Background: an optimization exercise with open tools, aiming at small area, a short achievable clock period and few clock cycles. Do not read the settings as production practice. Where RTL was checked, it was by simulation tests only, not by an equivalence proof against the original. Function not checked in runs 1 to 3: the RTL went through the layout flow alone. Power and IR drop assume default switching activity.

### design.v
module maze(clk, reset, start_i, row_i, action_o, coord_o);
    input clk, reset, start_i;
    input [15:0] row_i;
    output reg [1:0] action_o;
    output reg [5:0] coord_o;
    localparam [1:0] A_IDLE = 2'b00, A_IN = 2'b01, A_CAL = 2'b10, A_OUT = 2'b11;
    reg [63:0] s1, s0;
    reg [8:0]  ph;      
    reg        ld;      
    reg [1:0]  T;       
    reg [1:0]  dm;      
    reg        tgt;     
    reg [7:0]  cpos, rpos;
    wire load = ld | ph[7];
    wire walk = (action_o == A_OUT);
    wire [7:0] in1, in0, isst;
    genvar g;
    generate for (g = 0; g < 8; g = g + 1) begin : col
        assign in1[g]  =  row_i[15-2*g] &  row_i[14-2*g];
        assign in0[g]  = ~row_i[15-2*g] &  row_i[14-2*g];
        assign isst[g] =  row_i[15-2*g] & ~row_i[14-2*g];
    end endgenerate
    wire       found = load & |isst;
    wire       last  = ph[7];    
    wire [7:0] ldr   = ph[7:0];
    reg [63:0] x1, x0;
    integer k;
    always @* begin
        x1 = s1;
        x0 = s0;
        for (k = 7; k < 64; k = k + 8) begin
            x1[k] = last ? in1[k >> 3] : s1[k];
            x0[k] = last ? in0[k >> 3] : s0[k];
        end
    end
    wire [63:0] ROW0 = 64'h0101010101010101;
    wire [63:0] ROW7 = 64'h8080808080808080;
    wire [63:0] nb  = ((x1 >> 1) & ~ROW7) | ((x1 << 1) & ~ROW0) | (x1 >> 8) | (x1 << 8);
    wire [63:0] nw  = nb & ~x1 & ~x0 & {64{~ld}};
    wire        lab = T[1] ^ T[0];       
    always @(posedge clk) begin
        for (k = 0; k < 64; k = k + 1) begin
            if (ldr[k & 7] & ((k & 7) != 7)) begin
                s1[k] <= in1[k >> 3];
                s0[k] <= in0[k >> 3];
            end else begin
                s1[k] <= x1[k] | nw[k];
                s0[k] <= x0[k] | (nw[k] & lab);
            end
        end
    end
    reg  [7:0] c1, c0, r1, r0;    
    integer a, b;
    always @* begin
        for (a = 0; a < 8; a = a + 1) begin
            c1[a] = 1'b0; c0[a] = 1'b0;
            r1[a] = 1'b0; r0[a] = 1'b0;
            for (b = 0; b < 8; b = b + 1) begin
                c1[a] = c1[a] | (cpos[b] & s1[b*8+a]);
                c0[a] = c0[a] | (cpos[b] & s0[b*8+a]);
                r1[a] = r1[a] | (rpos[b] & s1[a*8+b]);
                r0[a] = r0[a] | (rpos[b] & s0[a*8+b]);
            end
        end
    end
    wire [7:0] cv = c1 & ~(c0 ^ {8{tgt}});
    wire [7:0] rv = r1 & ~(r0 ^ {8{tgt}});
    wire up    = |(rpos[7:1] & cv[6:0]);
    wire down  = |(rpos[6:0] & cv[7:1]);
    wire left  = |(cpos[7:1] & rv[6:0]);
    wire right = |(cpos[6:0] & rv[7:1]);
    wire reach = up | down | left | right;
    function [2:0] enc(input [7:0] x);
        enc = {|x[7:4], x[2] | x[3] | x[6] | x[7], x[1] | x[3] | x[5] | x[7]};
    endfunction
    function [2:0] dec3(input [2:0] x);
        case (x)
            3'd0: dec3 = 3'd7; 3'd1: dec3 = 3'd0; 3'd2: dec3 = 3'd1; 3'd3: dec3 = 3'd2;
            3'd4: dec3 = 3'd3; 3'd5: dec3 = 3'd4; 3'd6: dec3 = 3'd5; default: dec3 = 3'd6;
        endcase
    endfunction
    function [2:0] inc3(input [2:0] x);
        case (x)
            3'd0: inc3 = 3'd1; 3'd1: inc3 = 3'd2; 3'd2: inc3 = 3'd3; 3'd3: inc3 = 3'd4;
            3'd4: inc3 = 3'd5; 3'd5: inc3 = 3'd6; 3'd6: inc3 = 3'd7; default: inc3 = 3'd0;
        endcase
    endfunction
    wire [2:0] cc = coord_o[5:3];
    wire [2:0] cr = coord_o[2:0];
    wire [2:0] crm = dec3(cr), crp = inc3(cr), ccm = dec3(cc), ccp = inc3(cc);
    wire mu = walk & up;
    wire md = walk & ~up & down;
    wire mv = walk & ~(up | down);           
    wire ml = mv & left;
    wire mr = mv & ~left;
    wire hold = ~found & ~walk;
    wire pd = cc[0] ^ cr[0] ^ row_i[4] ^ row_i[0];    
    always @(posedge clk) begin
        rpos <= ({8{found}} & ph[7:0]) | ({8{hold | mv}} & rpos)
              | ({8{mu}} & (rpos >> 1)) | ({8{md}} & (rpos << 1));
        cpos <= ({8{found}} & isst) | ({8{hold | mu | md}} & cpos)
              | ({8{ml}} & (cpos >> 1)) | ({8{mr}} & (cpos << 1));
        coord_o[2:0] <= ({3{found}} & enc(ph[7:0])) | ({3{hold | mv}} & cr)
                      | ({3{mu}} & crm) | ({3{md}} & crp);
        coord_o[5:3] <= ({3{found}} & enc(isst)) | ({3{hold | mu | md}} & cc)
                      | ({3{ml}} & ccm) | ({3{mr}} & ccp);
    end
    always @(posedge clk) begin
        if (ld) T <= 2'd0;
        else    T <= T + 2'd1;
        if (walk)                  dm <= dm - 2'd1;
        else if (action_o == A_IN) dm <= {~pd, pd};
        else                       dm <= T + 2'd1;
        tgt <= (walk & ~dm[1]) | (~walk & ~load & ((reach & tgt) | (~reach & lab)));
    end
    always @(posedge clk) begin
        case (action_o)
            A_IDLE:  begin ph <= {8'd0, start_i}; ld <= start_i; end
            A_IN:    begin ph <= ph << 1;         ld <= ld & ~ph[6]; end
            default: begin ph <= 9'd0;            ld <= 1'b0; end
        endcase
    end
    always @(posedge clk or posedge reset) begin
        if (reset) begin
            action_o <= A_IDLE;
        end else begin
            case (action_o)
                A_IDLE: if (start_i) action_o <= A_IN;
                A_IN:   if (ph[8]) action_o <= reach ? A_OUT : A_CAL;
                A_CAL: if (reach) action_o <= A_OUT;
                A_OUT: if (!reach) action_o <= A_IDLE;    
            endcase
        end
    end
endmodule
### run.sh
#!/bin/bash
# synth_recipe.tcl (not shown) runs the flow's synth.tcl, then flattens the netlist and writes it again
# the make line also repeats each setting of config.mk as NAME=value (left out here)
make -C /OpenROAD-flow-scripts/flow DESIGN_CONFIG=/design/flow/config.mk WORK_HOME=/design/flow/orfs CLKGATE_MAP_FILE= SYNTH_SCRIPT=/design/flow/synth_recipe.tcl finish
### config.mk
export PLATFORM = sky130hd
export DESIGN_NAME = maze
export DESIGN_NICKNAME = maze
export VERILOG_FILES = /design/flow/design.v
export SDC_FILE = /design/flow/constraint.sdc
export NUM_CORES = 4
export LEC_CHECK = 0
export ABC_AREA = 1
export CAP_MARGIN = 20
export CORE_MARGIN = 2
export CORE_UTILIZATION = 40
export SETUP_SLACK_MARGIN = 1.3
export SLEW_MARGIN = 20
### constraint.sdc
create_clock -name core_clock -period 3.7 [get_ports {clk}]
set_input_delay 0.7400 -clock core_clock [delete_from_list [all_inputs] [get_ports {clk}]]
set_output_delay 0.7400 -clock core_clock [all_outputs]
set_load 0.01 [all_outputs]
==> results of run 1 <==
[worst max-delay path: stages (launching register included)]
cell,delay [ns]
dfxtp_2,0.46
buf_4,0.23
o21ai_0,0.58
nand2_1,0.22
o31ai_1,0.38
nor2_1,0.09
o31a_1,0.24
[cell type report]
class	count	area (um^2)
Antenna cell	1	2.502
Tap cell	324	405.4
Clock inverter	12	117.6
Timing Repair inverter	1	7.507
Inverter	83	319.1
Sequential cell	167	3398
Clock buffer	20	456.7
Timing Repair Buffer	68	583.1
Multi-Input combinational cell	1231	5741
Fill cell	2604	13220
[Yosys cell counts (2+ instances only)]
master     count
nand3b_1       2
a2bb2oi_1      2
o21ai_0      142
inv_1         75
nor3_1        23
nand2_2        7
xor2_1         3
nand3_2        2
o21ai_1        3
ha_1           4
o31a_1         2
buf_6         12
xnor2_1        3
nor2_1       179
buf_2         23
o31ai_1        5
dfxtp_1      165
or2_2          2
dfrtp_1        2
a22oi_1       41
a31oi_1        9
inv_2          4
a2111oi_0      7
buf_4          4
nand4_1       55
nor4_1        63
a21oi_1       26
clkinv_1       4
nand2_1      590
nand3_1       41
nor2_2         5
nor2_4         2
clkbuf_1      60
o211ai_1       2
[power by group through the flow]
stage          Clock (mW)  Combinational [mW]  Sequential (mW)
2_1_floorplan           0                3.16             3.05
5_1_grt              1.88                4.51             3.95
3_3_place_gp            0                3.78             3.82
6_report             1.81                4.06             3.88
3_5_place_dp            0                3.82             3.81
4_1_cts              1.82                3.89             3.78
[logic make-up after synthesis]
group                    after synthesis  synth area share
XOR/XNOR                               6          0.005331
buffers and inverters                184           0.08477
adder cells (fa/ha/maj)                4          0.005076
flip-flops                           167            0.3401
AO/OA/AOI/OAI                        248            0.1467
AND/OR/NAND/NOR                      973            0.4180
[path summary, 6_finish.rpt]
check / from / to / slack [ns] / cells past startpoint
worst min-delay path: reset / action_o[1] / 0.43 / 2
worst max register to register: ph[7] / s0[54] / 1.39 / 6
worst max-delay path: ph[7] / s0[54] / 1.39 / 6
worst min register to register: T[0] / T[0] / 0.46 / 1
min in group core_clock: T[0] / T[0] / 0.46 / 1
max in group asynchronous: reset / action_o[0] / 3.16 / 2
[metrics by stage]
step           utilization  setup WS, ns  cell area, um^2  cells
6_report            0.4549         1.388            11030   1907
5_1_grt             0.4548         1.248            11030   1906
4_1_cts             0.4495         1.323            10900   1902
3_5_place_dp        0.4233        0.8962            10260   1866
3_3_place_gp        0.4233        0.8862            10260   1866
2_1_floorplan            -         1.662             9859   1582
[metal layers]
metal	track usage	vias to the layer above	part of all wire
li1	-	5250	-
met1	0.4271	5178	0.44
met5	0	-	0
met3	0.06009	82	0.098
met4	0.1161	0	0.030
met2	0.4610	611	0.43
[what timing repair did]
action,in CTS,in global routing
pin swaps,2,4
cloned,0,1
setup endpoints to repair,26,26
hold buffers,0,0
gates resized for setup,18,33
buffers inserted,4,3
[registers in the layout (all words and copies together), names as in the netlist]
register	cells
T	2
action_o	2
coord_o	6
cpos	8
dm	2
ld	1
ph	9
rpos	8
s0	64
s1	64
tgt	1
==> summary.md, run 1 <==
| Metric | Value |
|---|---|
| Status | finished clean |
| Dominant cells by area after synthesis | dfxtp_1 (34%), nand2_1 (22%), o21ai_0 (7.2%) |
| Drt pass-1 iters | 6 |
| Clk pwr share | 0.185 |
| Vias/cell | 5.832 |
| HP Class | in2async |
| CP endpoint kind | register |
| Core ar. | 24,250 um^2 |
| CP arrival | 2.65 ns |
| # setup viols final | 0 |
| Mapped Nets | 1,605 |
| Layout Skew | 0.01133 ns |
| Logic gate share of total power | 0.416 |
| Flops & latches, synth | 167 |
| Final HPWL DP | 27,800 um |
| Crit start category | register |
| Share of cells above drive strength 1 | 0.08534 |
| IO Count | 27 |
| Setup TNS | 0 ns |
| Initial core utilization | 0.4066 |
| Drt initial violations | 1,467 |
| Synth top area share | 0.3350 |
| Ys async rst share | 0.01198 |
| Syn. warnings | 1 |
| Clk sink count | 167 |
| GP Congestion | 0.9658 |
| Area delta synth->final | 11.88% |
| Top_reg_cell synth | dfxtp_1 |
| WHS | 0.4308 ns |
| Overall Global Routing Usage | 0.3040 |
| Worst Setup Path Type | reg2reg |
| Die W | 161 um |
| Root buffer cell | clkbuf_16 |
| Per-cell routed wire length | 20.57 um |
| CTS tree | built |
| Clock-pin slew on the worst setup and hold paths | 0.08 ns |
| CTS HTree Levels | 4 |
| RSZ-0062 raised after global routing | true |
| Worst-path fanout max | 19 |
| Largest net degree at the start of global routing | 52 |
| Peak VDD IR | 0.0003359 V |
| Worst-Skew Late Latency | 0.45 ns |
| Worst Path Required | 4.04 ns |
| Sequential fraction of the synthesis area | 0.3401 |
| Number of nets still failing antenna checks after routing | 0 |
| Maximum clock path buffer count | 2 |
| First-pass GRT wire length | 60,600 um |
| MaxCap Viol Count | 0 |
| Port Buffers | 26 |
| Max-slew violation count | 0 |
| Initial antenna violation count | 0 |
| Die Ht | 161 um |
| GRT overflow | 0 |
| Switching Share | 0.4990 |
| Post-Syn Instances | 1,582 |
| Total Routed Length | 39,230 um |
| Slew HR | 0.3350 |
| Min Tclk post-route | 2.312 ns |
| Slew @ Worst Pin | 0.9938 ns |
| Avg Inst Size Synth | 6.232 um^2 |
| Number of global-route vias before repair | 10,220 |
| Commonest non-fill, non-tap cell in the layout | nand2_1 |
| Reg power frac | 0.398 |
| Drt drc | 0 |
| Pwr Density | 884.1 nW/um^2 |
| Final period util | 0.6249 |
| Pleak | 4.882 nW |
| Final Total Pwr | 9.753 mW |
| Die area | 25,920 um^2 |
| Row Count | 57 |
| Fin. Hold Viols | 0 |
| Nets@finish | 1,592 |
| Int Pwr | 4.886 mW |
| Via count | 11,120 |
| Cts bufs inserted | 17 |
| Net Switching | 4.867 mW |
| Synth unique cells | 47 |
| Max Fclk | 432.5 MHz |
| Commonest cells after routing, fill and taps aside | nand2_1 (587), nor2_1 (169), dfxtp_1 (147) |
| Mapped cell area | 9859 um^2 |
| Largest area contributor in the netlist | dfxtp_1 |
| EDFF count, synth | 0 |
==> run 2: changes to the inputs <==
--- a/config.mk
+++ b/config.mk
@@ -10,4 +10,8 @@
 export CORE_MARGIN = 2
-export CORE_UTILIZATION = 40
-export SETUP_SLACK_MARGIN = 1.3
+export CORE_UTILIZATION = 55
+export CTS_BUF_LIST = sky130_fd_sc_hd__clkbuf_4 sky130_fd_sc_hd__clkbuf_8
+export CTS_CLUSTER_DIAMETER = 80
+export CTS_CLUSTER_SIZE = 30
+export PLACE_DENSITY = 0.75
+export SETUP_SLACK_MARGIN = 1.4
 export SLEW_MARGIN = 20
==> run 2 against run 1 <==
- core utilization increased by 17 points
- via count up 1.8%
- wire length down 4.8%
- non-clock buffer count increased by 6
- register-to-register slack gained 0.05 ns
- area after synthesis did not move
- first-iteration DRC count grew 17%
- sequential power is 3% lower
==> summary.md, run 2 <==
| Metric | Value |
|---|---|
| Number of global-route vias before repair | 10,120 (-1.0%) |
| Crit path cell chain | buf_4, nand2_1, nand2_1, nor2_2, nand3_1, nand4_1, nand2_1, nor2_4, nand2_2, nor2_8, nand2_4, nor2_4, nand2_1, o211ai_1 |
| Final period util | 0.6117 (-0.01325) |
| Largest area contributor in the netlist | dfxtp_1 |
| Logic gate share of total power | 0.450 (+0.034) |
| Synth unique cells | 47 (unchanged) |
| First-pass GRT wire length | 56,940 um (-6.0%) |
| Sequential fraction of the synthesis area | 0.3401 (unchanged) |
| RSZ-0062 raised after global routing | true |
| GP Congestion | 1.028 (+6.5%) |
| Number of nets still failing antenna checks after routing | 0 (unchanged) |
| Dominant cells by area after synthesis | dfxtp_1 (34%), nand2_1 (22%), o21ai_0 (7.2%) |
| Nets@finish | 1,597 (+0.31%) |
| Drt pass-1 iters | 8 (+2) |
| Slew HR | 0.2412 (-0.09385) |
| Avg Inst Size Synth | 6.232 um^2 (unchanged) |
| Post-Syn Instances | 1,582 (unchanged) |
| Slew @ Worst Pin | 1.137 ns (+0.1432 ns) |
| Setup TNS | 0 ns (unchanged) |
| Worst-Skew Late Latency | 0.48 ns (+0.03 ns) |
| Initial antenna violation count | 1 (+1) |
| Commonest non-fill, non-tap cell in the layout | nand2_1 |
| CTS hold repair buffers | 0 (unchanged) |
| HP Class | in2async |
| Post-synth top cells | nand2_1 (590), nor2_1 (179), dfxtp_1 (165) |
| Reg power frac | 0.401 (+0.003) |
| Max-slew violation count | 0 (unchanged) |
| Most used cell, CP | nand2_1 |
| Die Ht | 137.9 um (-14%) |
| Die W | 137.9 um (-14%) |
| Top_reg_cell synth | dfxtp_1 |
| Drt drc | 0 (unchanged) |
| CTS tree | built |
| Crit start category | register |
| Share of cells above drive strength 1 | 0.09452 (+0.009183) |
| Final Total Pwr | 9.438 mW (-3.2%) |
| Largest net degree at the start of global routing | 52 (unchanged) |
| Root buffer cell | clkbuf_8 |
| Net Switching | 4.790 mW (-1.6%) |
| Total Routed Length | 37,340 um (-4.8%) |
| Min Tclk post-route | 2.263 ns (-0.04903 ns) |
| Initial core utilization | 0.5661 (+0.1595) |
| Per-cell routed wire length | 20.60 um (+0.11%) |
| Layout Skew | 0.01242 ns (+0.001090 ns) |
| Switching Share | 0.5075 (+0.008481) |
| Row Count | 48 (-16%) |
| Ys async rst share | 0.01198 (unchanged) |
| Mapped Nets | 1,605 (unchanged) |
| CP arrival | 2.66 ns (about the same) |
| Place WS | 0.9115 ns (+0.01533 ns) |
| Pwr Density | 869.4 nW/um^2 (-1.7%) |
| Max Fclk | 441.9 MHz (+2.2%) |
| FF-to-FF path depth | 14 (+8) |
| Maximum clock path buffer count | 2 (unchanged) |
| Peak VDD IR | 0.0005498 V (+64%) |
| Worst Path Required | 4.09 ns (+0.05 ns) |
| Commonest cells after routing, fill and taps aside | nand2_1 (586), nor2_1 (167), dfxtp_1 (144) |
| Area delta synth->final | 10.11% |
| Overall Global Routing Usage | 0.3987 (+0.09464) |
| Syn. warnings | 1 (unchanged) |
| Slowest CP cell | dfxtp_4 |
| Drt initial violations | 1,721 (+17%) |
| Final setup margin | 1.437 ns (+0.04903 ns) |
| # setup viols final | 0 (unchanged) |
| Synth top area share | 0.3350 (unchanged) |
| Worst-path fanout max | 9 (-10) |
| MaxCap Viol Count | 0 (unchanged) |
| Fin. Hold Viols | 0 (unchanged) |
| Fillers | 1,649 (-37%) |
| Die area | 19,010 um^2 (-27%) |
| Pleak | 4.861 nW (-0.43%) |
| CP endpoint kind | register |
| Clk sink count | 167 (unchanged) |
| Clock-pin slew on the worst setup and hold paths | 0.10 ns (+0.02 ns) |
| Int Pwr | 4.648 mW (-4.9%) |
| Top Registers | s0 (64), s1 (64), ph (9) |
| Cell with the most instances after synthesis | nand2_1 |
| Mapped cell area | 9859 um^2 (unchanged) |
| Via count | 11,320 (+1.8%) |
| IO Count | 27 (unchanged) |
| Cts bufs inserted | 17 (unchanged) |
| Clk pwr share | 0.149 (-0.036) |
| Worst path max stage delay | 0.39 ns (-0.19 ns) |
| Final HPWL DP | 26,360 um (-5.2%) |
| Flops & latches, synth | 167 (unchanged) |
| EDFF count, synth | 0 (unchanged) |
| Port Buffers | 26 (unchanged) |
| WHS | 0.4412 ns (+0.01045 ns) |
| Worst Setup Path Type | reg2reg |
| CTS HTree Levels | 4 (unchanged) |
| Vias/cell | 6.245 (+7.1%) |
| Core ar. | 17,420 um^2 (-28%) |
| Status | finished clean |
| Final Util | 0.6233 (+0.1684) |
| GRT overflow | 0 (unchanged) |
run 2: cell counts after synthesis:
Identical to the previous run, type by type.
run 2: cells by family after synthesis:
kind of cell / after synthesis / share of synthesized area
AOI/OAI and AO/OA: 248 / 0.1467
xor gates and xnor gates: 6 / 0.005331
buffers and inverters: 184 / 0.08477
DFF: 167 / 0.3401
and+or+nand+nor: 973 / 0.4180
adders and majority gates: 4 / 0.005076
run 2: critical path: cells and delay by family (launching register included):
kind	cells	cell delay [ns]
AND/OR/NAND/NOR	12	1.47
buffers and inverters	1	0.19
AO/OA/AOI/OAI	1	0.11
flip-flops	1	0.39
run 2: worst paths after layout:
kind	end	from	slack, ns
worst max register to register	cpos[7]	cpos[0]	1.44
max in group asynchronous	action_o[1]	reset	3.13
worst min-delay path	action_o[1]	reset	0.44
min in group core_clock	T[0]	T[0]	0.46
worst max-delay path	cpos[7]	cpos[0]	1.44
worst min register to register	T[0]	T[0]	0.46
run 2: metrics by stage:
| stage | instance area, um^2 | std cells |
|---|---|---|
| 4_1_cts | 10660 | 1806 |
| 6_report | 10860 | 1813 |
| 2_1_floorplan | 9859 | 1582 |
| 3_3_place_gp | 10180 | 1770 |
| 5_1_grt | 10850 | 1812 |
| 3_5_place_dp | 10180 | 1770 |
run 2: timing repair:
item,in CTS,in global routing
gates resized for setup,22,50
pin swaps,1,8
setup buffers,4,6
setup endpoints to repair,27,33
run 2: layout make-up:
class / instances / area, um^2 / share of cell area
multi-input combinational: 1231 / 5783 / 0.5327
sequential: 167 / 3403 / 0.3135
timing repair buffer: 74 / 656.9 / 0.06050
inverter: 83 / 317.8 / 0.02927
tap: 225 / 281.5 / 0.02593
clock buffer: 18 / 247.7 / 0.02282
clock inverter: 14 / 163.9 / 0.01510
antenna: 1 / 2.502 / 0.0002305
run 2: per-layer routing:
layer / vias up / track usage / wire (um)
li1: 5261 / - / -
met1: 5131 / 0.5405 / 14870
met2: 771 / 0.5858 / 15530
met3: 160 / 0.1023 / 4906
met4: 0 / 0.2001 / 2038
met5: - / 0 / 0
run 2: power groups by stage:
stage          logic (mW)  clock network [mW]  registers [mW]
3_3_place_gp         3.80                   0            3.70
5_1_grt              4.69                1.47            3.84
6_report             4.25                1.41            3.78
4_1_cts              3.96                1.40            3.67
2_1_floorplan        3.16                   0            3.05
3_5_place_dp         3.88                   0            3.70
==> run 3: changes to the inputs <==
--- a/config.mk
+++ b/config.mk
@@ -15,3 +15,3 @@
 export PLACE_DENSITY = 0.75
-export SETUP_SLACK_MARGIN = 1.4
+export SETUP_SLACK_MARGIN = 1.6
 export SLEW_MARGIN = 20
==> run 3 against run 2 <==
- via count increased by 5.7%
- clock skew increased by 0.00064 ns
- still clean
- sequential share of layout area decreased by 1.7 points
- non-clock buffer count increased by 38
- power increased by 9.1%
- sequential power about the same
- worst setup slack got worse by 0.068 ns
- die area unchanged
- critical path depth increased by 3
==> summary.md, run 3 <==
| Metric | Value |
|---|---|
| Clk pwr share | 0.137 (-0.012) |
| Ys async rst share | 0.01198 (unchanged) |
| Post-synth top cells | nand2_1 (590), nor2_1 (179), dfxtp_1 (165) |
| Overall Global Routing Usage | 0.4028 (+0.004156) |
| CTS HTree Levels | 4 (unchanged) |
| Port Buffers | 26 (unchanged) |
| CTS tree | built |
| First-pass GRT wire length | 57,620 um (+1.2%) |
| Layout Skew | 0.01306 ns (+0.0006420 ns) |
| CP arrival | 2.77 ns (+0.11 ns) |
| HP Class | in2async |
| Cell with the most instances after synthesis | nand2_1 |
| Drt initial violations | 2,041 (+19%) |
| Synth unique cells | 47 (unchanged) |
| Crit start category | register |
| Share of cells above drive strength 1 | 0.1482 (+0.05370) |
| Mapped Nets | 1,605 (unchanged) |
| Vias/cell | 6.459 (+3.4%) |
| Final period util | 0.6301 (+0.01847) |
| Fin cells | 1,853 (+2.2%) |
| Number of global-route vias before repair | 10,190 (+0.74%) |
| Worst Setup Path Type | reg2reg |
| Slew HR | 0.2285 (-0.01264) |
| Cts bufs inserted | 17 (unchanged) |
| Pwr Density | 892.5 nW/um^2 (+2.7%) |
| FF-to-FF path depth | 17 (+3) |
| EDFF count, synth | 0 (unchanged) |
| Placed Cells | 1,770 (unchanged) |
| Dominant cells by area after synthesis | dfxtp_1 (34%), nand2_1 (22%), o21ai_0 (7.2%) |
| Slew @ Worst Pin | 1.156 ns (+0.01894 ns) |
| Worst-path fanout max | 6 (-3) |
| Pleak | 5.180 nW (+6.6%) |
| Post-Syn Instances | 1,582 (unchanged) |
| Net Switching | 5.270 mW (+10%) |
| Design area | 11,540 um^2 (+6.3%) |
| Flops & latches, synth | 167 (unchanged) |
| Reg power frac | 0.365 (-0.036) |
| Logic gate share of total power | 0.498 (+0.048) |
| RSZ-0062 raised after global routing | true |
| Area delta synth->final | 17.02% |
| Flop-to-flop setup slack | 1.37 ns (-0.07 ns) |
| Top_reg_cell synth | dfxtp_1 |
| Initial core utilization | 0.5661 (unchanged) |
| Core ar. | 17,420 um^2 (unchanged) |
| Place WS | 0.9115 ns (unchanged) |
| Nets@finish | 1,636 (+2.4%) |
| Peak VDD IR | 0.0006538 V (+19%) |
| Largest net degree at the start of global routing | 52 (unchanged) |
| IO Count | 27 (unchanged) |
| Mapped cell area | 9859 um^2 (unchanged) |
| Switching Share | 0.5118 (+0.004275) |
| Avg Inst Size Synth | 6.232 um^2 (unchanged) |
| Final HPWL DP | 26,360 um (unchanged) |
| Clk sink count | 167 (unchanged) |
| Reg-to-reg startpoint | cpos[6] |
| R2r endpoint | cpos[4] |
| Drt drc | 0 (unchanged) |
| Worst Path Required | 4.13 ns (+0.04 ns) |
| Die W | 137.9 um (unchanged) |
| Syn. warnings | 1 (unchanged) |
| CP endpoint kind | register |
| Synth top area share | 0.3350 (unchanged) |
| MaxCap Viol Count | 0 (unchanged) |
| Sequential fraction of the synthesis area | 0.3401 (unchanged) |
| Worst-Skew Late Latency | 0.49 ns (about the same) |
| Largest area contributor in the netlist | dfxtp_1 |
| Commonest cells after routing, fill and taps aside | nand2_1 (561), nor2_1 (157), dfxtp_1 (141) |
| Min Tclk post-route | 2.332 ns (+0.06835 ns) |
| Root buffer cell | clkbuf_8 |
| Total Routed Length | 41,000 um (+9.8%) |
| Top Registers | s0 (64), s1 (64), ph (9) |
| GP Congestion | 1.028 (unchanged) |
| Max-slew violation count | 0 (unchanged) |
| Number of nets still failing antenna checks after routing | 0 (unchanged) |
| Dpl cell area | 10,180 um^2 (unchanged) |
| Status | finished clean |
| Per-cell routed wire length | 22.13 um (+7.4%) |
| Initial antenna violation count | 1 (unchanged) |
| Max Fclk | 428.9 MHz (-2.9%) |
| Fin. Hold Viols | 0 (unchanged) |
| # setup viols final | 0 (unchanged) |
| Int Pwr | 5.027 mW (+8.2%) |
| Commonest non-fill, non-tap cell in the layout | nand2_1 |
| Clock-pin slew on the worst setup and hold paths | 0.10 ns (about the same) |
| Row Count | 48 (unchanged) |
| Setup TNS | 0 ns (unchanged) |
| GRT overflow | 0 (unchanged) |
| Via count | 11,970 (+5.7%) |
| Drt pass-1 iters | 8 (unchanged) |
| Die area | 19,010 um^2 (unchanged) |
| Final setup margin | 1.368 ns (-0.06835 ns) |
| Maximum clock path buffer count | 2 (unchanged) |
| Die Ht | 137.9 um (unchanged) |
[run 3: cell count changes in the layout (fill, tap and decap cells not counted), moves of 6 or more]
cell | previous run | this run
buf_4 | 45 | 62
buf_6 | 0 | 12
clkdlybuf4s50_1 | 25 | 16
dlygate4sd2_1 | 1 | 8
nand2_1 | 586 | 561
nand2_2 | 8 | 29
nor2_1 | 167 | 157
o21ai_0 | 142 | 136
[run 3: metrics by stage]
stage                       util  hold WS, ns  total power [mW]
final                     0.6624       0.4247             10.30
after global routing      0.6621       0.4454             10.76
after CTS                 0.6248       0.4355             9.204
after detailed placement  0.5843       0.4345             7.582
after global placement    0.5843       0.4294             7.492
after floorplan                -       0.4104             6.213
[run 3: how the worst max path moves through the flow]
| stage | startpoint | end | slack [ns] | cells past startpoint |
|---|---|---|---|---|
| floorplan | row_i[1] | coord_o[0] | 1.66 | 9 |
| global placement | row_i[0] | rpos[7] | 0.97 | 8 |
| detailed placement | row_i[0] | rpos[7] | 0.91 | 8 |
| CTS | cpos[0] | coord_o[2] | 1.56 | 13 |
| global route | cpos[6] | cpos[4] | 1.34 | 17 |
| finish | cpos[6] | cpos[4] | 1.37 | 17 |
[run 3: cell families after synthesis]
group | after synthesis | synth area share
and+or+nand+nor | 973 | 0.4180
DFF | 167 | 0.3401
AOI/OAI and AO/OA | 248 | 0.1467
buffers and inverters | 184 | 0.08477
adders and majority gates | 4 | 0.005076
xor gates and xnor gates | 6 | 0.005331
[run 3: layout make-up]
class / count / area (um^2)
clock buffer: 18 / 247.7
tap: 225 / 281.5
antenna: 2 / 5.005
clock inverter: 14 / 163.9
sequential: 167 / 3416
multi-input combinational: 1232 / 5988
fill: 1548 / 5879
inverter: 83 / 334.1
timing repair buffer: 112 / 1101
[run 3: timing repair]
action | 4_1_cts | 5_1_grt
hold buffers | 0 | 0
gates resized for setup | 81 | 93
setup buffers | 14 | 31
gates cloned | 0 | 4
pin swaps | 13 | 50
setup endpoints to repair | 39 | 31
[run 3: power groups by stage]
stage / clock [mW] / sequential (mW) / combinational [mW]
2_1_floorplan: 0 / 3.05 / 3.16
3_3_place_gp: 0 / 3.70 / 3.80
3_5_place_dp: 0 / 3.70 / 3.88
4_1_cts: 1.40 / 3.70 / 4.11
5_1_grt: 1.48 / 3.79 / 5.49
6_report: 1.41 / 3.76 / 5.13
[run 3: layer usage]
metal	share of wire	global-route usage	routed length [um]	up-vias
li1	-	-	-	5333
met1	0.37	0.5474	15320	5402
met2	0.41	0.5916	16640	1010
met3	0.16	0.1031	6363	224
met4	0.065	0.2001	2678	0
met5	0	0	0	-
[run 3: worst max-delay path: stages, from the launching register on]
cell and delay (ns):
dfxtp_4 0.45, buf_6 0.17, nand2_2 0.05, nand2_1 0.09, nor2_2 0.06, nand2_1 0.06, nand2_1 0.06, nand4_1 0.19
nand2_1 0.09, nor2_2 0.12, nand2_2 0.11, nor2_8 0.22, nand2_4 0.13, nor2_4 0.20, nand2_1 0.09, nand2_1 0.08
inv_1 0.05, nand2_1 0.05
==> run 4: changes to the inputs <==
==> design.v (replaced) <==
module maze(clk, reset, start_i, row_i, action_o, coord_o);
    input clk, reset, start_i;
    input [15:0] row_i;
    output reg [1:0] action_o;
    output reg [5:0] coord_o;
    localparam [1:0] A_IDLE = 2'b00, A_IN = 2'b01, A_CAL = 2'b10, A_OUT = 2'b11;
    reg [63:0] s1, s0;
    reg [3:0]  cnt;
    reg [1:0]  T;       
    reg [1:0]  dm;      
    reg        tgt;     
    reg        pe;      
    reg [5:0]  endc;
    wire load = (action_o == A_IN) & ~cnt[3];
    wire w8   = (action_o == A_IN) &  cnt[3];
    wire [63:0] ROW0 = 64'h0101010101010101;
    wire [63:0] ROW7 = 64'h8080808080808080;
    function [63:0] nbor(input [63:0] v);
        nbor = ((v >> 1) & ~ROW7) | ((v << 1) & ~ROW0) | (v >> 8) | (v << 8);
    endfunction
    wire        lab  = w8 ? 1'b0 : (T[1] ^ T[0]);       
    wire [63:0] nw   = nbor(s1) & ~s1 & ~s0;
    wire [63:0] v1   = s1 | nw;
    wire [7:0] in1, in0, isst;
    genvar g;
    generate for (g = 0; g < 8; g = g + 1) begin : col
        assign in1[g]  =  row_i[15-2*g] &  row_i[14-2*g];
        assign in0[g]  = ~row_i[15-2*g] &  row_i[14-2*g];
        assign isst[g] =  row_i[15-2*g] & ~row_i[14-2*g];
    end endgenerate
    wire [2:0] stcol = {|isst[7:4], isst[2]|isst[3]|isst[6]|isst[7], isst[1]|isst[3]|isst[5]|isst[7]};
    reg [63:0] sh1, sh0;
    integer k;
    always @* begin
        for (k = 0; k < 64; k = k + 1) begin
            if (k[2:0] == 3'd7) begin
                sh1[k] = in1[k >> 3];
                sh0[k] = in0[k >> 3];
            end else begin
                sh1[k] = s1[k+1];
                sh0[k] = s0[k+1];
            end
        end
    end
    always @(posedge clk) begin
        if (load) begin
            s1 <= sh1;
            s0 <= sh0;
        end else begin
            s1 <= v1;
            s0 <= s0 | (nw & {64{lab}});
        end
    end
    wire [2:0] cc = coord_o[5:3];
    wire [2:0] cr = coord_o[2:0];
    wire [63:0] n1 = nbor(v1);
    wire reach = n1[coord_o];
    wire [63:0] G = s1 & ~(s0 ^ {64{tgt}});
    wire up   = (cr != 3'd0) & G[{cc, cr - 3'd1}];
    wire down = (cr != 3'd7) & G[{cc, cr + 3'd1}];
    wire left = (cc != 3'd0) & G[{cc - 3'd1, cr}];
    wire [2:0] nrow = up ? cr - 3'd1 : down ? cr + 3'd1 : cr;
    wire [2:0] ncol = (up | down) ? cc : left ? cc - 3'd1 : cc + 3'd1;
    wire [1:0] d0 = w8 ? 2'd1 + {1'b0, ~(coord_o[3] ^ coord_o[0] ^ row_i[4] ^ row_i[0])} : T + 2'd2;
    wire [1:0] dn = d0 - 2'd1;
    always @(posedge clk) begin
        T <= w8 ? 2'd1 : T + 2'd1;
        if (w8) begin
            endc <= {row_i[6:4], row_i[2:0]};
            pe   <= row_i[4] ^ row_i[0];
        end
        case (action_o)
            A_IN: if (~cnt[3] & |isst) coord_o <= {stcol, cnt[2:0]};
            A_OUT: coord_o <= {ncol, nrow};
            default: ;
        endcase
        if (action_o == A_OUT) begin
            dm  <= dm - 2'd1;
            tgt <= ~dm[1];
        end else begin
            dm  <= d0;
            tgt <= dn[1];
        end
    end
    always @(posedge clk or posedge reset) begin
        if (reset) begin
            action_o <= A_IDLE;
            cnt <= 4'd0;
        end else begin
            case (action_o)
                A_IDLE: begin
                    cnt <= 4'd0;
                    if (start_i) action_o <= A_IN;
                end
                A_IN: begin
                    cnt <= cnt + 4'd1;
                    if (cnt[3]) action_o <= reach ? A_OUT : A_CAL;
                end
                A_CAL: if (reach) action_o <= A_OUT;
                A_OUT: if (coord_o == endc) action_o <= A_IDLE;
            endcase
        end
    end
endmodule
==> config.mk (replaced) <==
export PLATFORM = sky130hd
export DESIGN_NAME = maze
export DESIGN_NICKNAME = maze
export VERILOG_FILES = /design/flow/design.v
export SDC_FILE = /design/flow/constraint.sdc
export NUM_CORES = 4
export LEC_CHECK = 0
export CAP_MARGIN = 20
export CORE_MARGIN = 2
export CORE_UTILIZATION = 40
export SLEW_MARGIN = 20
==> run 4 against run 3 <==
- still clean on timing, DRC and antenna
- fmax shrank 33%
- count of clock-buffer cells in the layout is 3 higher
- clock skew shrank 0.0016 ns
- largest power group unchanged
==> summary.md, run 4 <==
| Metric | Value |
|---|---|
| Flops & latches, synth | 151 (-9.6%) |
| Initial core utilization | 0.4060 (-0.1600) |
| Worst-path fanout max | 9 (+3) |
| RSZ-0062 raised after global routing | false |
| Buf/Inv on CP | 1 (-1) |
| Fin cells | 1,658 (-11%) |
| Clock-pin slew on the worst setup and hold paths | 0.06 ns (-0.04 ns) |
| Share of cells above drive strength 1 | 0.08283 (-0.06539) |
| Peak VDD IR | 0.0004585 V (-30%) |
| CTS hold repair buffers | 0 (unchanged) |
| Worst-Skew Late Latency | 0.44 ns (-0.05 ns) |
| CP arrival | 3.59 ns (+0.82 ns) |
| Final HPWL DP | 24,120 um (-8.5%) |
| Port Buffers | 26 (unchanged) |
| EDFF count, synth | 12 (+12) |
| Dominant cells by area after synthesis | dfxtp_1 (26%), nor2_1 (9.8%), mux4_2 (8.4%) |
| Nets@finish | 1,346 (-18%) |
| Overall Global Routing Usage | 0.2636 (-0.1392) |
| Placed Cells | 1,626 (-8.1%) |
| CP endpoint kind | register |
| Crit start category | register |
| # Post-CTS Setup Buffers | 0 (-14) |
| Via count | 10,050 (-16%) |
| Min Tclk post-route | 3.485 ns (+1.154 ns) |
| Pwr Density | 1121 nW/um^2 (+26%) |
| Slew @ Worst Pin | 1.038 ns (-0.1178 ns) |
| Die area | 26,710 um^2 (+40%) |
| Final period util | 0.9420 (+0.3118) |
| Post-synth top cells | nor2_1 (266), nand2_1 (134), dfxtp_1 (133) |
| First-pass GRT wire length | 54,390 um (-5.6%) |
| Die W | 163.4 um (+19%) |
| Initial antenna violation count | 0 (-1) |
| Drt drc | 0 (unchanged) |
| Mapped cell area | 10,170 um^2 (+3.1%) |
| Largest area contributor in the netlist | dfxtp_1 |
| Worst Path Required | 3.81 ns (-0.32 ns) |
| Vias/cell | 6.059 (-6.2%) |
| CTS HTree Levels | 4 (unchanged) |
| Design area | 11,260 um^2 (-2.4%) |
| Place WS | 0.1986 ns (-0.7129 ns) |
| Worst Setup Path Type | reg2reg |
| Worst path max stage delay | 0.58 ns (+0.13 ns) |
| Max Fclk | 286.9 MHz (-33%) |
| MaxCap Viol Count | 0 (unchanged) |
| Sequential fraction of the synthesis area | 0.3121 (-0.02798) |
| Root buffer cell | clkbuf_16 |
| Fillers | 2,549 (+65%) |
| WHS | 0.4145 ns (-0.01019 ns) |
| Die Ht | 163.4 um (+19%) |
| Drt initial violations | 1,180 (-42%) |
| Slew HR | 0.3029 (+0.07440) |
| Top_reg_cell synth | dfxtp_1 |
| Commonest cells after routing, fill and taps aside | nor2_1 (265), nand2_1 (133), dfxtp_1 (132) |
| Total Routed Length | 34,630 um (-16%) |
| Drt pass-1 iters | 5 (-3) |
| Number of global-route vias before repair | 9,293 (-8.8%) |
| Maximum clock path buffer count | 2 (unchanged) |
| Synth top area share | 0.2619 (-0.07312) |
| CTS tree | built |
| Clk sink count | 151 (-9.6%) |
| Cts bufs inserted | 17 (unchanged) |
| Crit path cell chain | inv_2, ha_1, xor2_4, mux4_2, mux4_2, mux2i_1, a21oi_1, o21bai_1, a21boi_1 |
| Layout Skew | 0.01142 ns (-0.001641 ns) |
| Number of nets still failing antenna checks after routing | 0 (unchanged) |
| Area delta synth->final | 10.72% |
| IO Count | 27 (unchanged) |
| Final Util | 0.4496 (-0.2129) |
| Dpl cell area | 10,640 um^2 (+4.5%) |
| HP Class | reg2reg |
| Final Total Pwr | 12.62 mW (+23%) |
| CP delay by family, top | multiplexers |
| Per-cell routed wire length | 20.88 um (-5.6%) |
| Pleak | 4.194 nW (-19%) |
| Setup TNS | 0 ns (unchanged) |
| # resized after CTS | 0 (-100%) |
| Post-Syn Instances | 1,356 (-14%) |
| Fin. Hold Viols | 0 (unchanged) |
| Mapped Nets | 1,387 (-14%) |
| Core ar. | 25,040 um^2 (+44%) |
| GP Congestion | 0.9239 (-10%) |
| Synth unique cells | 64 (+36%) |
| Most used cell, CP | mux4_2 |
| Commonest non-fill, non-tap cell in the layout | nor2_1 |
| Final setup margin | 0.2147 ns (-1.154 ns) |
| Avg Inst Size Synth | 7.497 um^2 (+20%) |
| Syn. warnings | 1 (unchanged) |
| Max-slew violation count | 0 (unchanged) |
| Status | finished clean |
| GRT overflow | 0 (unchanged) |
| Top Registers | s0 (64), s1 (64) |
| Largest net degree at the start of global routing | 102 (+96%) |
| Slowest CP cell | mux4_2 |
| Antenna Cells | 0 (-2) |
| # setup viols final | 0 (unchanged) |
| Row Count | 58 (+21%) |
| Ys async rst share | 0.03974 (+0.02776) |
| Cell with the most instances after synthesis | nor2_1 |
==> run 4: per-layer routing <==
layer  global-route usage  part of all wire  up-vias
li1                     -                 -     4727
met1               0.3750              0.45     4790
met2               0.4003              0.45      449
met3              0.03428             0.068       80
met4               0.1126             0.035        0
met5                    0                 0        -
==> run 4: worst paths after layout <==
path                       startpoint     endpoint  cells after the start  slack [ns]
hold / removal                   T[0]         T[0]                      1        0.41
setup / recovery           coord_o[0]   coord_o[3]                      9        0.21
hold reg to reg                  T[0]         T[0]                      1        0.41
max in group asynchronous       reset  action_o[0]                      2        2.99
setup reg to reg           coord_o[0]   coord_o[3]                      9        0.21
min in group asynchronous       reset       cnt[0]                      2        0.51
==> run 4: worst register-to-register path, cell delays in order, from the launching register on <==
cell,delay (ns)
edfxtp_1,0.47
inv_2,0.11
ha_1,0.24
xor2_4,0.45
mux4_2,0.58
mux4_2,0.52
mux2i_1,0.20
a21oi_1,0.11
o21bai_1,0.21
a21boi_1,0.27
==> run 4: cell type report <==
| class | instances | area [um^2] | share of cell area |
|---|---|---|---|
| Multi-Input combinational cell | 1066 | 6445 | 0.5726 |
| Tap cell | 330 | 412.9 | 0.03668 |
| Inverter | 25 | 93.84 | 0.008337 |
| Clock inverter | 11 | 147.6 | 0.01312 |
| Clock buffer | 21 | 471.7 | 0.04191 |
| Sequential cell | 151 | 3177 | 0.2822 |
| Timing Repair Buffer | 54 | 508.0 | 0.04513 |
==> run 4: logic make-up (layout without fill, tap and decap cells) <==
kind of cell,Yosys count,count (layout),share of synthesized area
AND/OR/NAND/NOR,583,583,0.2517
adder cells (fa/ha/maj),12,12,0.01477
AO/OA/AOI/OAI,344,344,0.2009
flip-flops,151,151,0.3121
XOR/XNOR,79,79,0.06880
multiplexers,48,48,0.09452
buffers and inverters,139,111,0.05723
==> run 4: power by group <==
group	leakage (nW)	internal, mW	switching [mW]
clock	0.303	1.12	0.758
combinational	2.60	3.30	4.19
sequential	1.29	2.28	0.969
total	4.19	6.70	5.92
Testbench counts of run 4, summed over its fixed seeds: cycles 39,396.

==> port drivers added, routing unchanged <==
In the flow no input, the clock included, has a driving cell. The finished layouts below were timed again as built, in two steps.
Step 1 assumes that a clkbuf_16 drives the clock port and a buf_2 every other input.
Step 2 adds t to the input delays and takes it off the output delays; t is the mean of the earliest and latest rising clock arrival at the registers after step 1. Input paths then give back, and output paths get back, about the clock's delay inside the block.
a / b / c = ideal ports / drivers / drivers and shift; a / b = the first two.
run | shift t [ns] | setup WS [ns] | worst setup path at the end | clock arrival spread, ns | slew at the worst register clock pin (ns)
run 1 | 0.491 | 1.388 / 1.388 / 0.935 | input to register | 0.012 / 0.012 | 0.08 / 0.08
run 2 | 0.514 | 1.437 / 1.400 / 0.965 | input to register | 0.012 / 0.013 | 0.10 / 0.10
run 3 | 0.524 | 1.368 / 1.368 / 0.971 | input to register | 0.013 / 0.013 | 0.10 / 0.10
run 4 | 0.482 | 0.215 / 0.215 / 0.215 | register to register | 0.012 / 0.013 | 0.07 / 0.07
After both steps setup and hold are still met in every run listed. The setup slack of run 2, which loses most, moves by -0.037 ns with the drivers and by -0.472 ns with both steps.
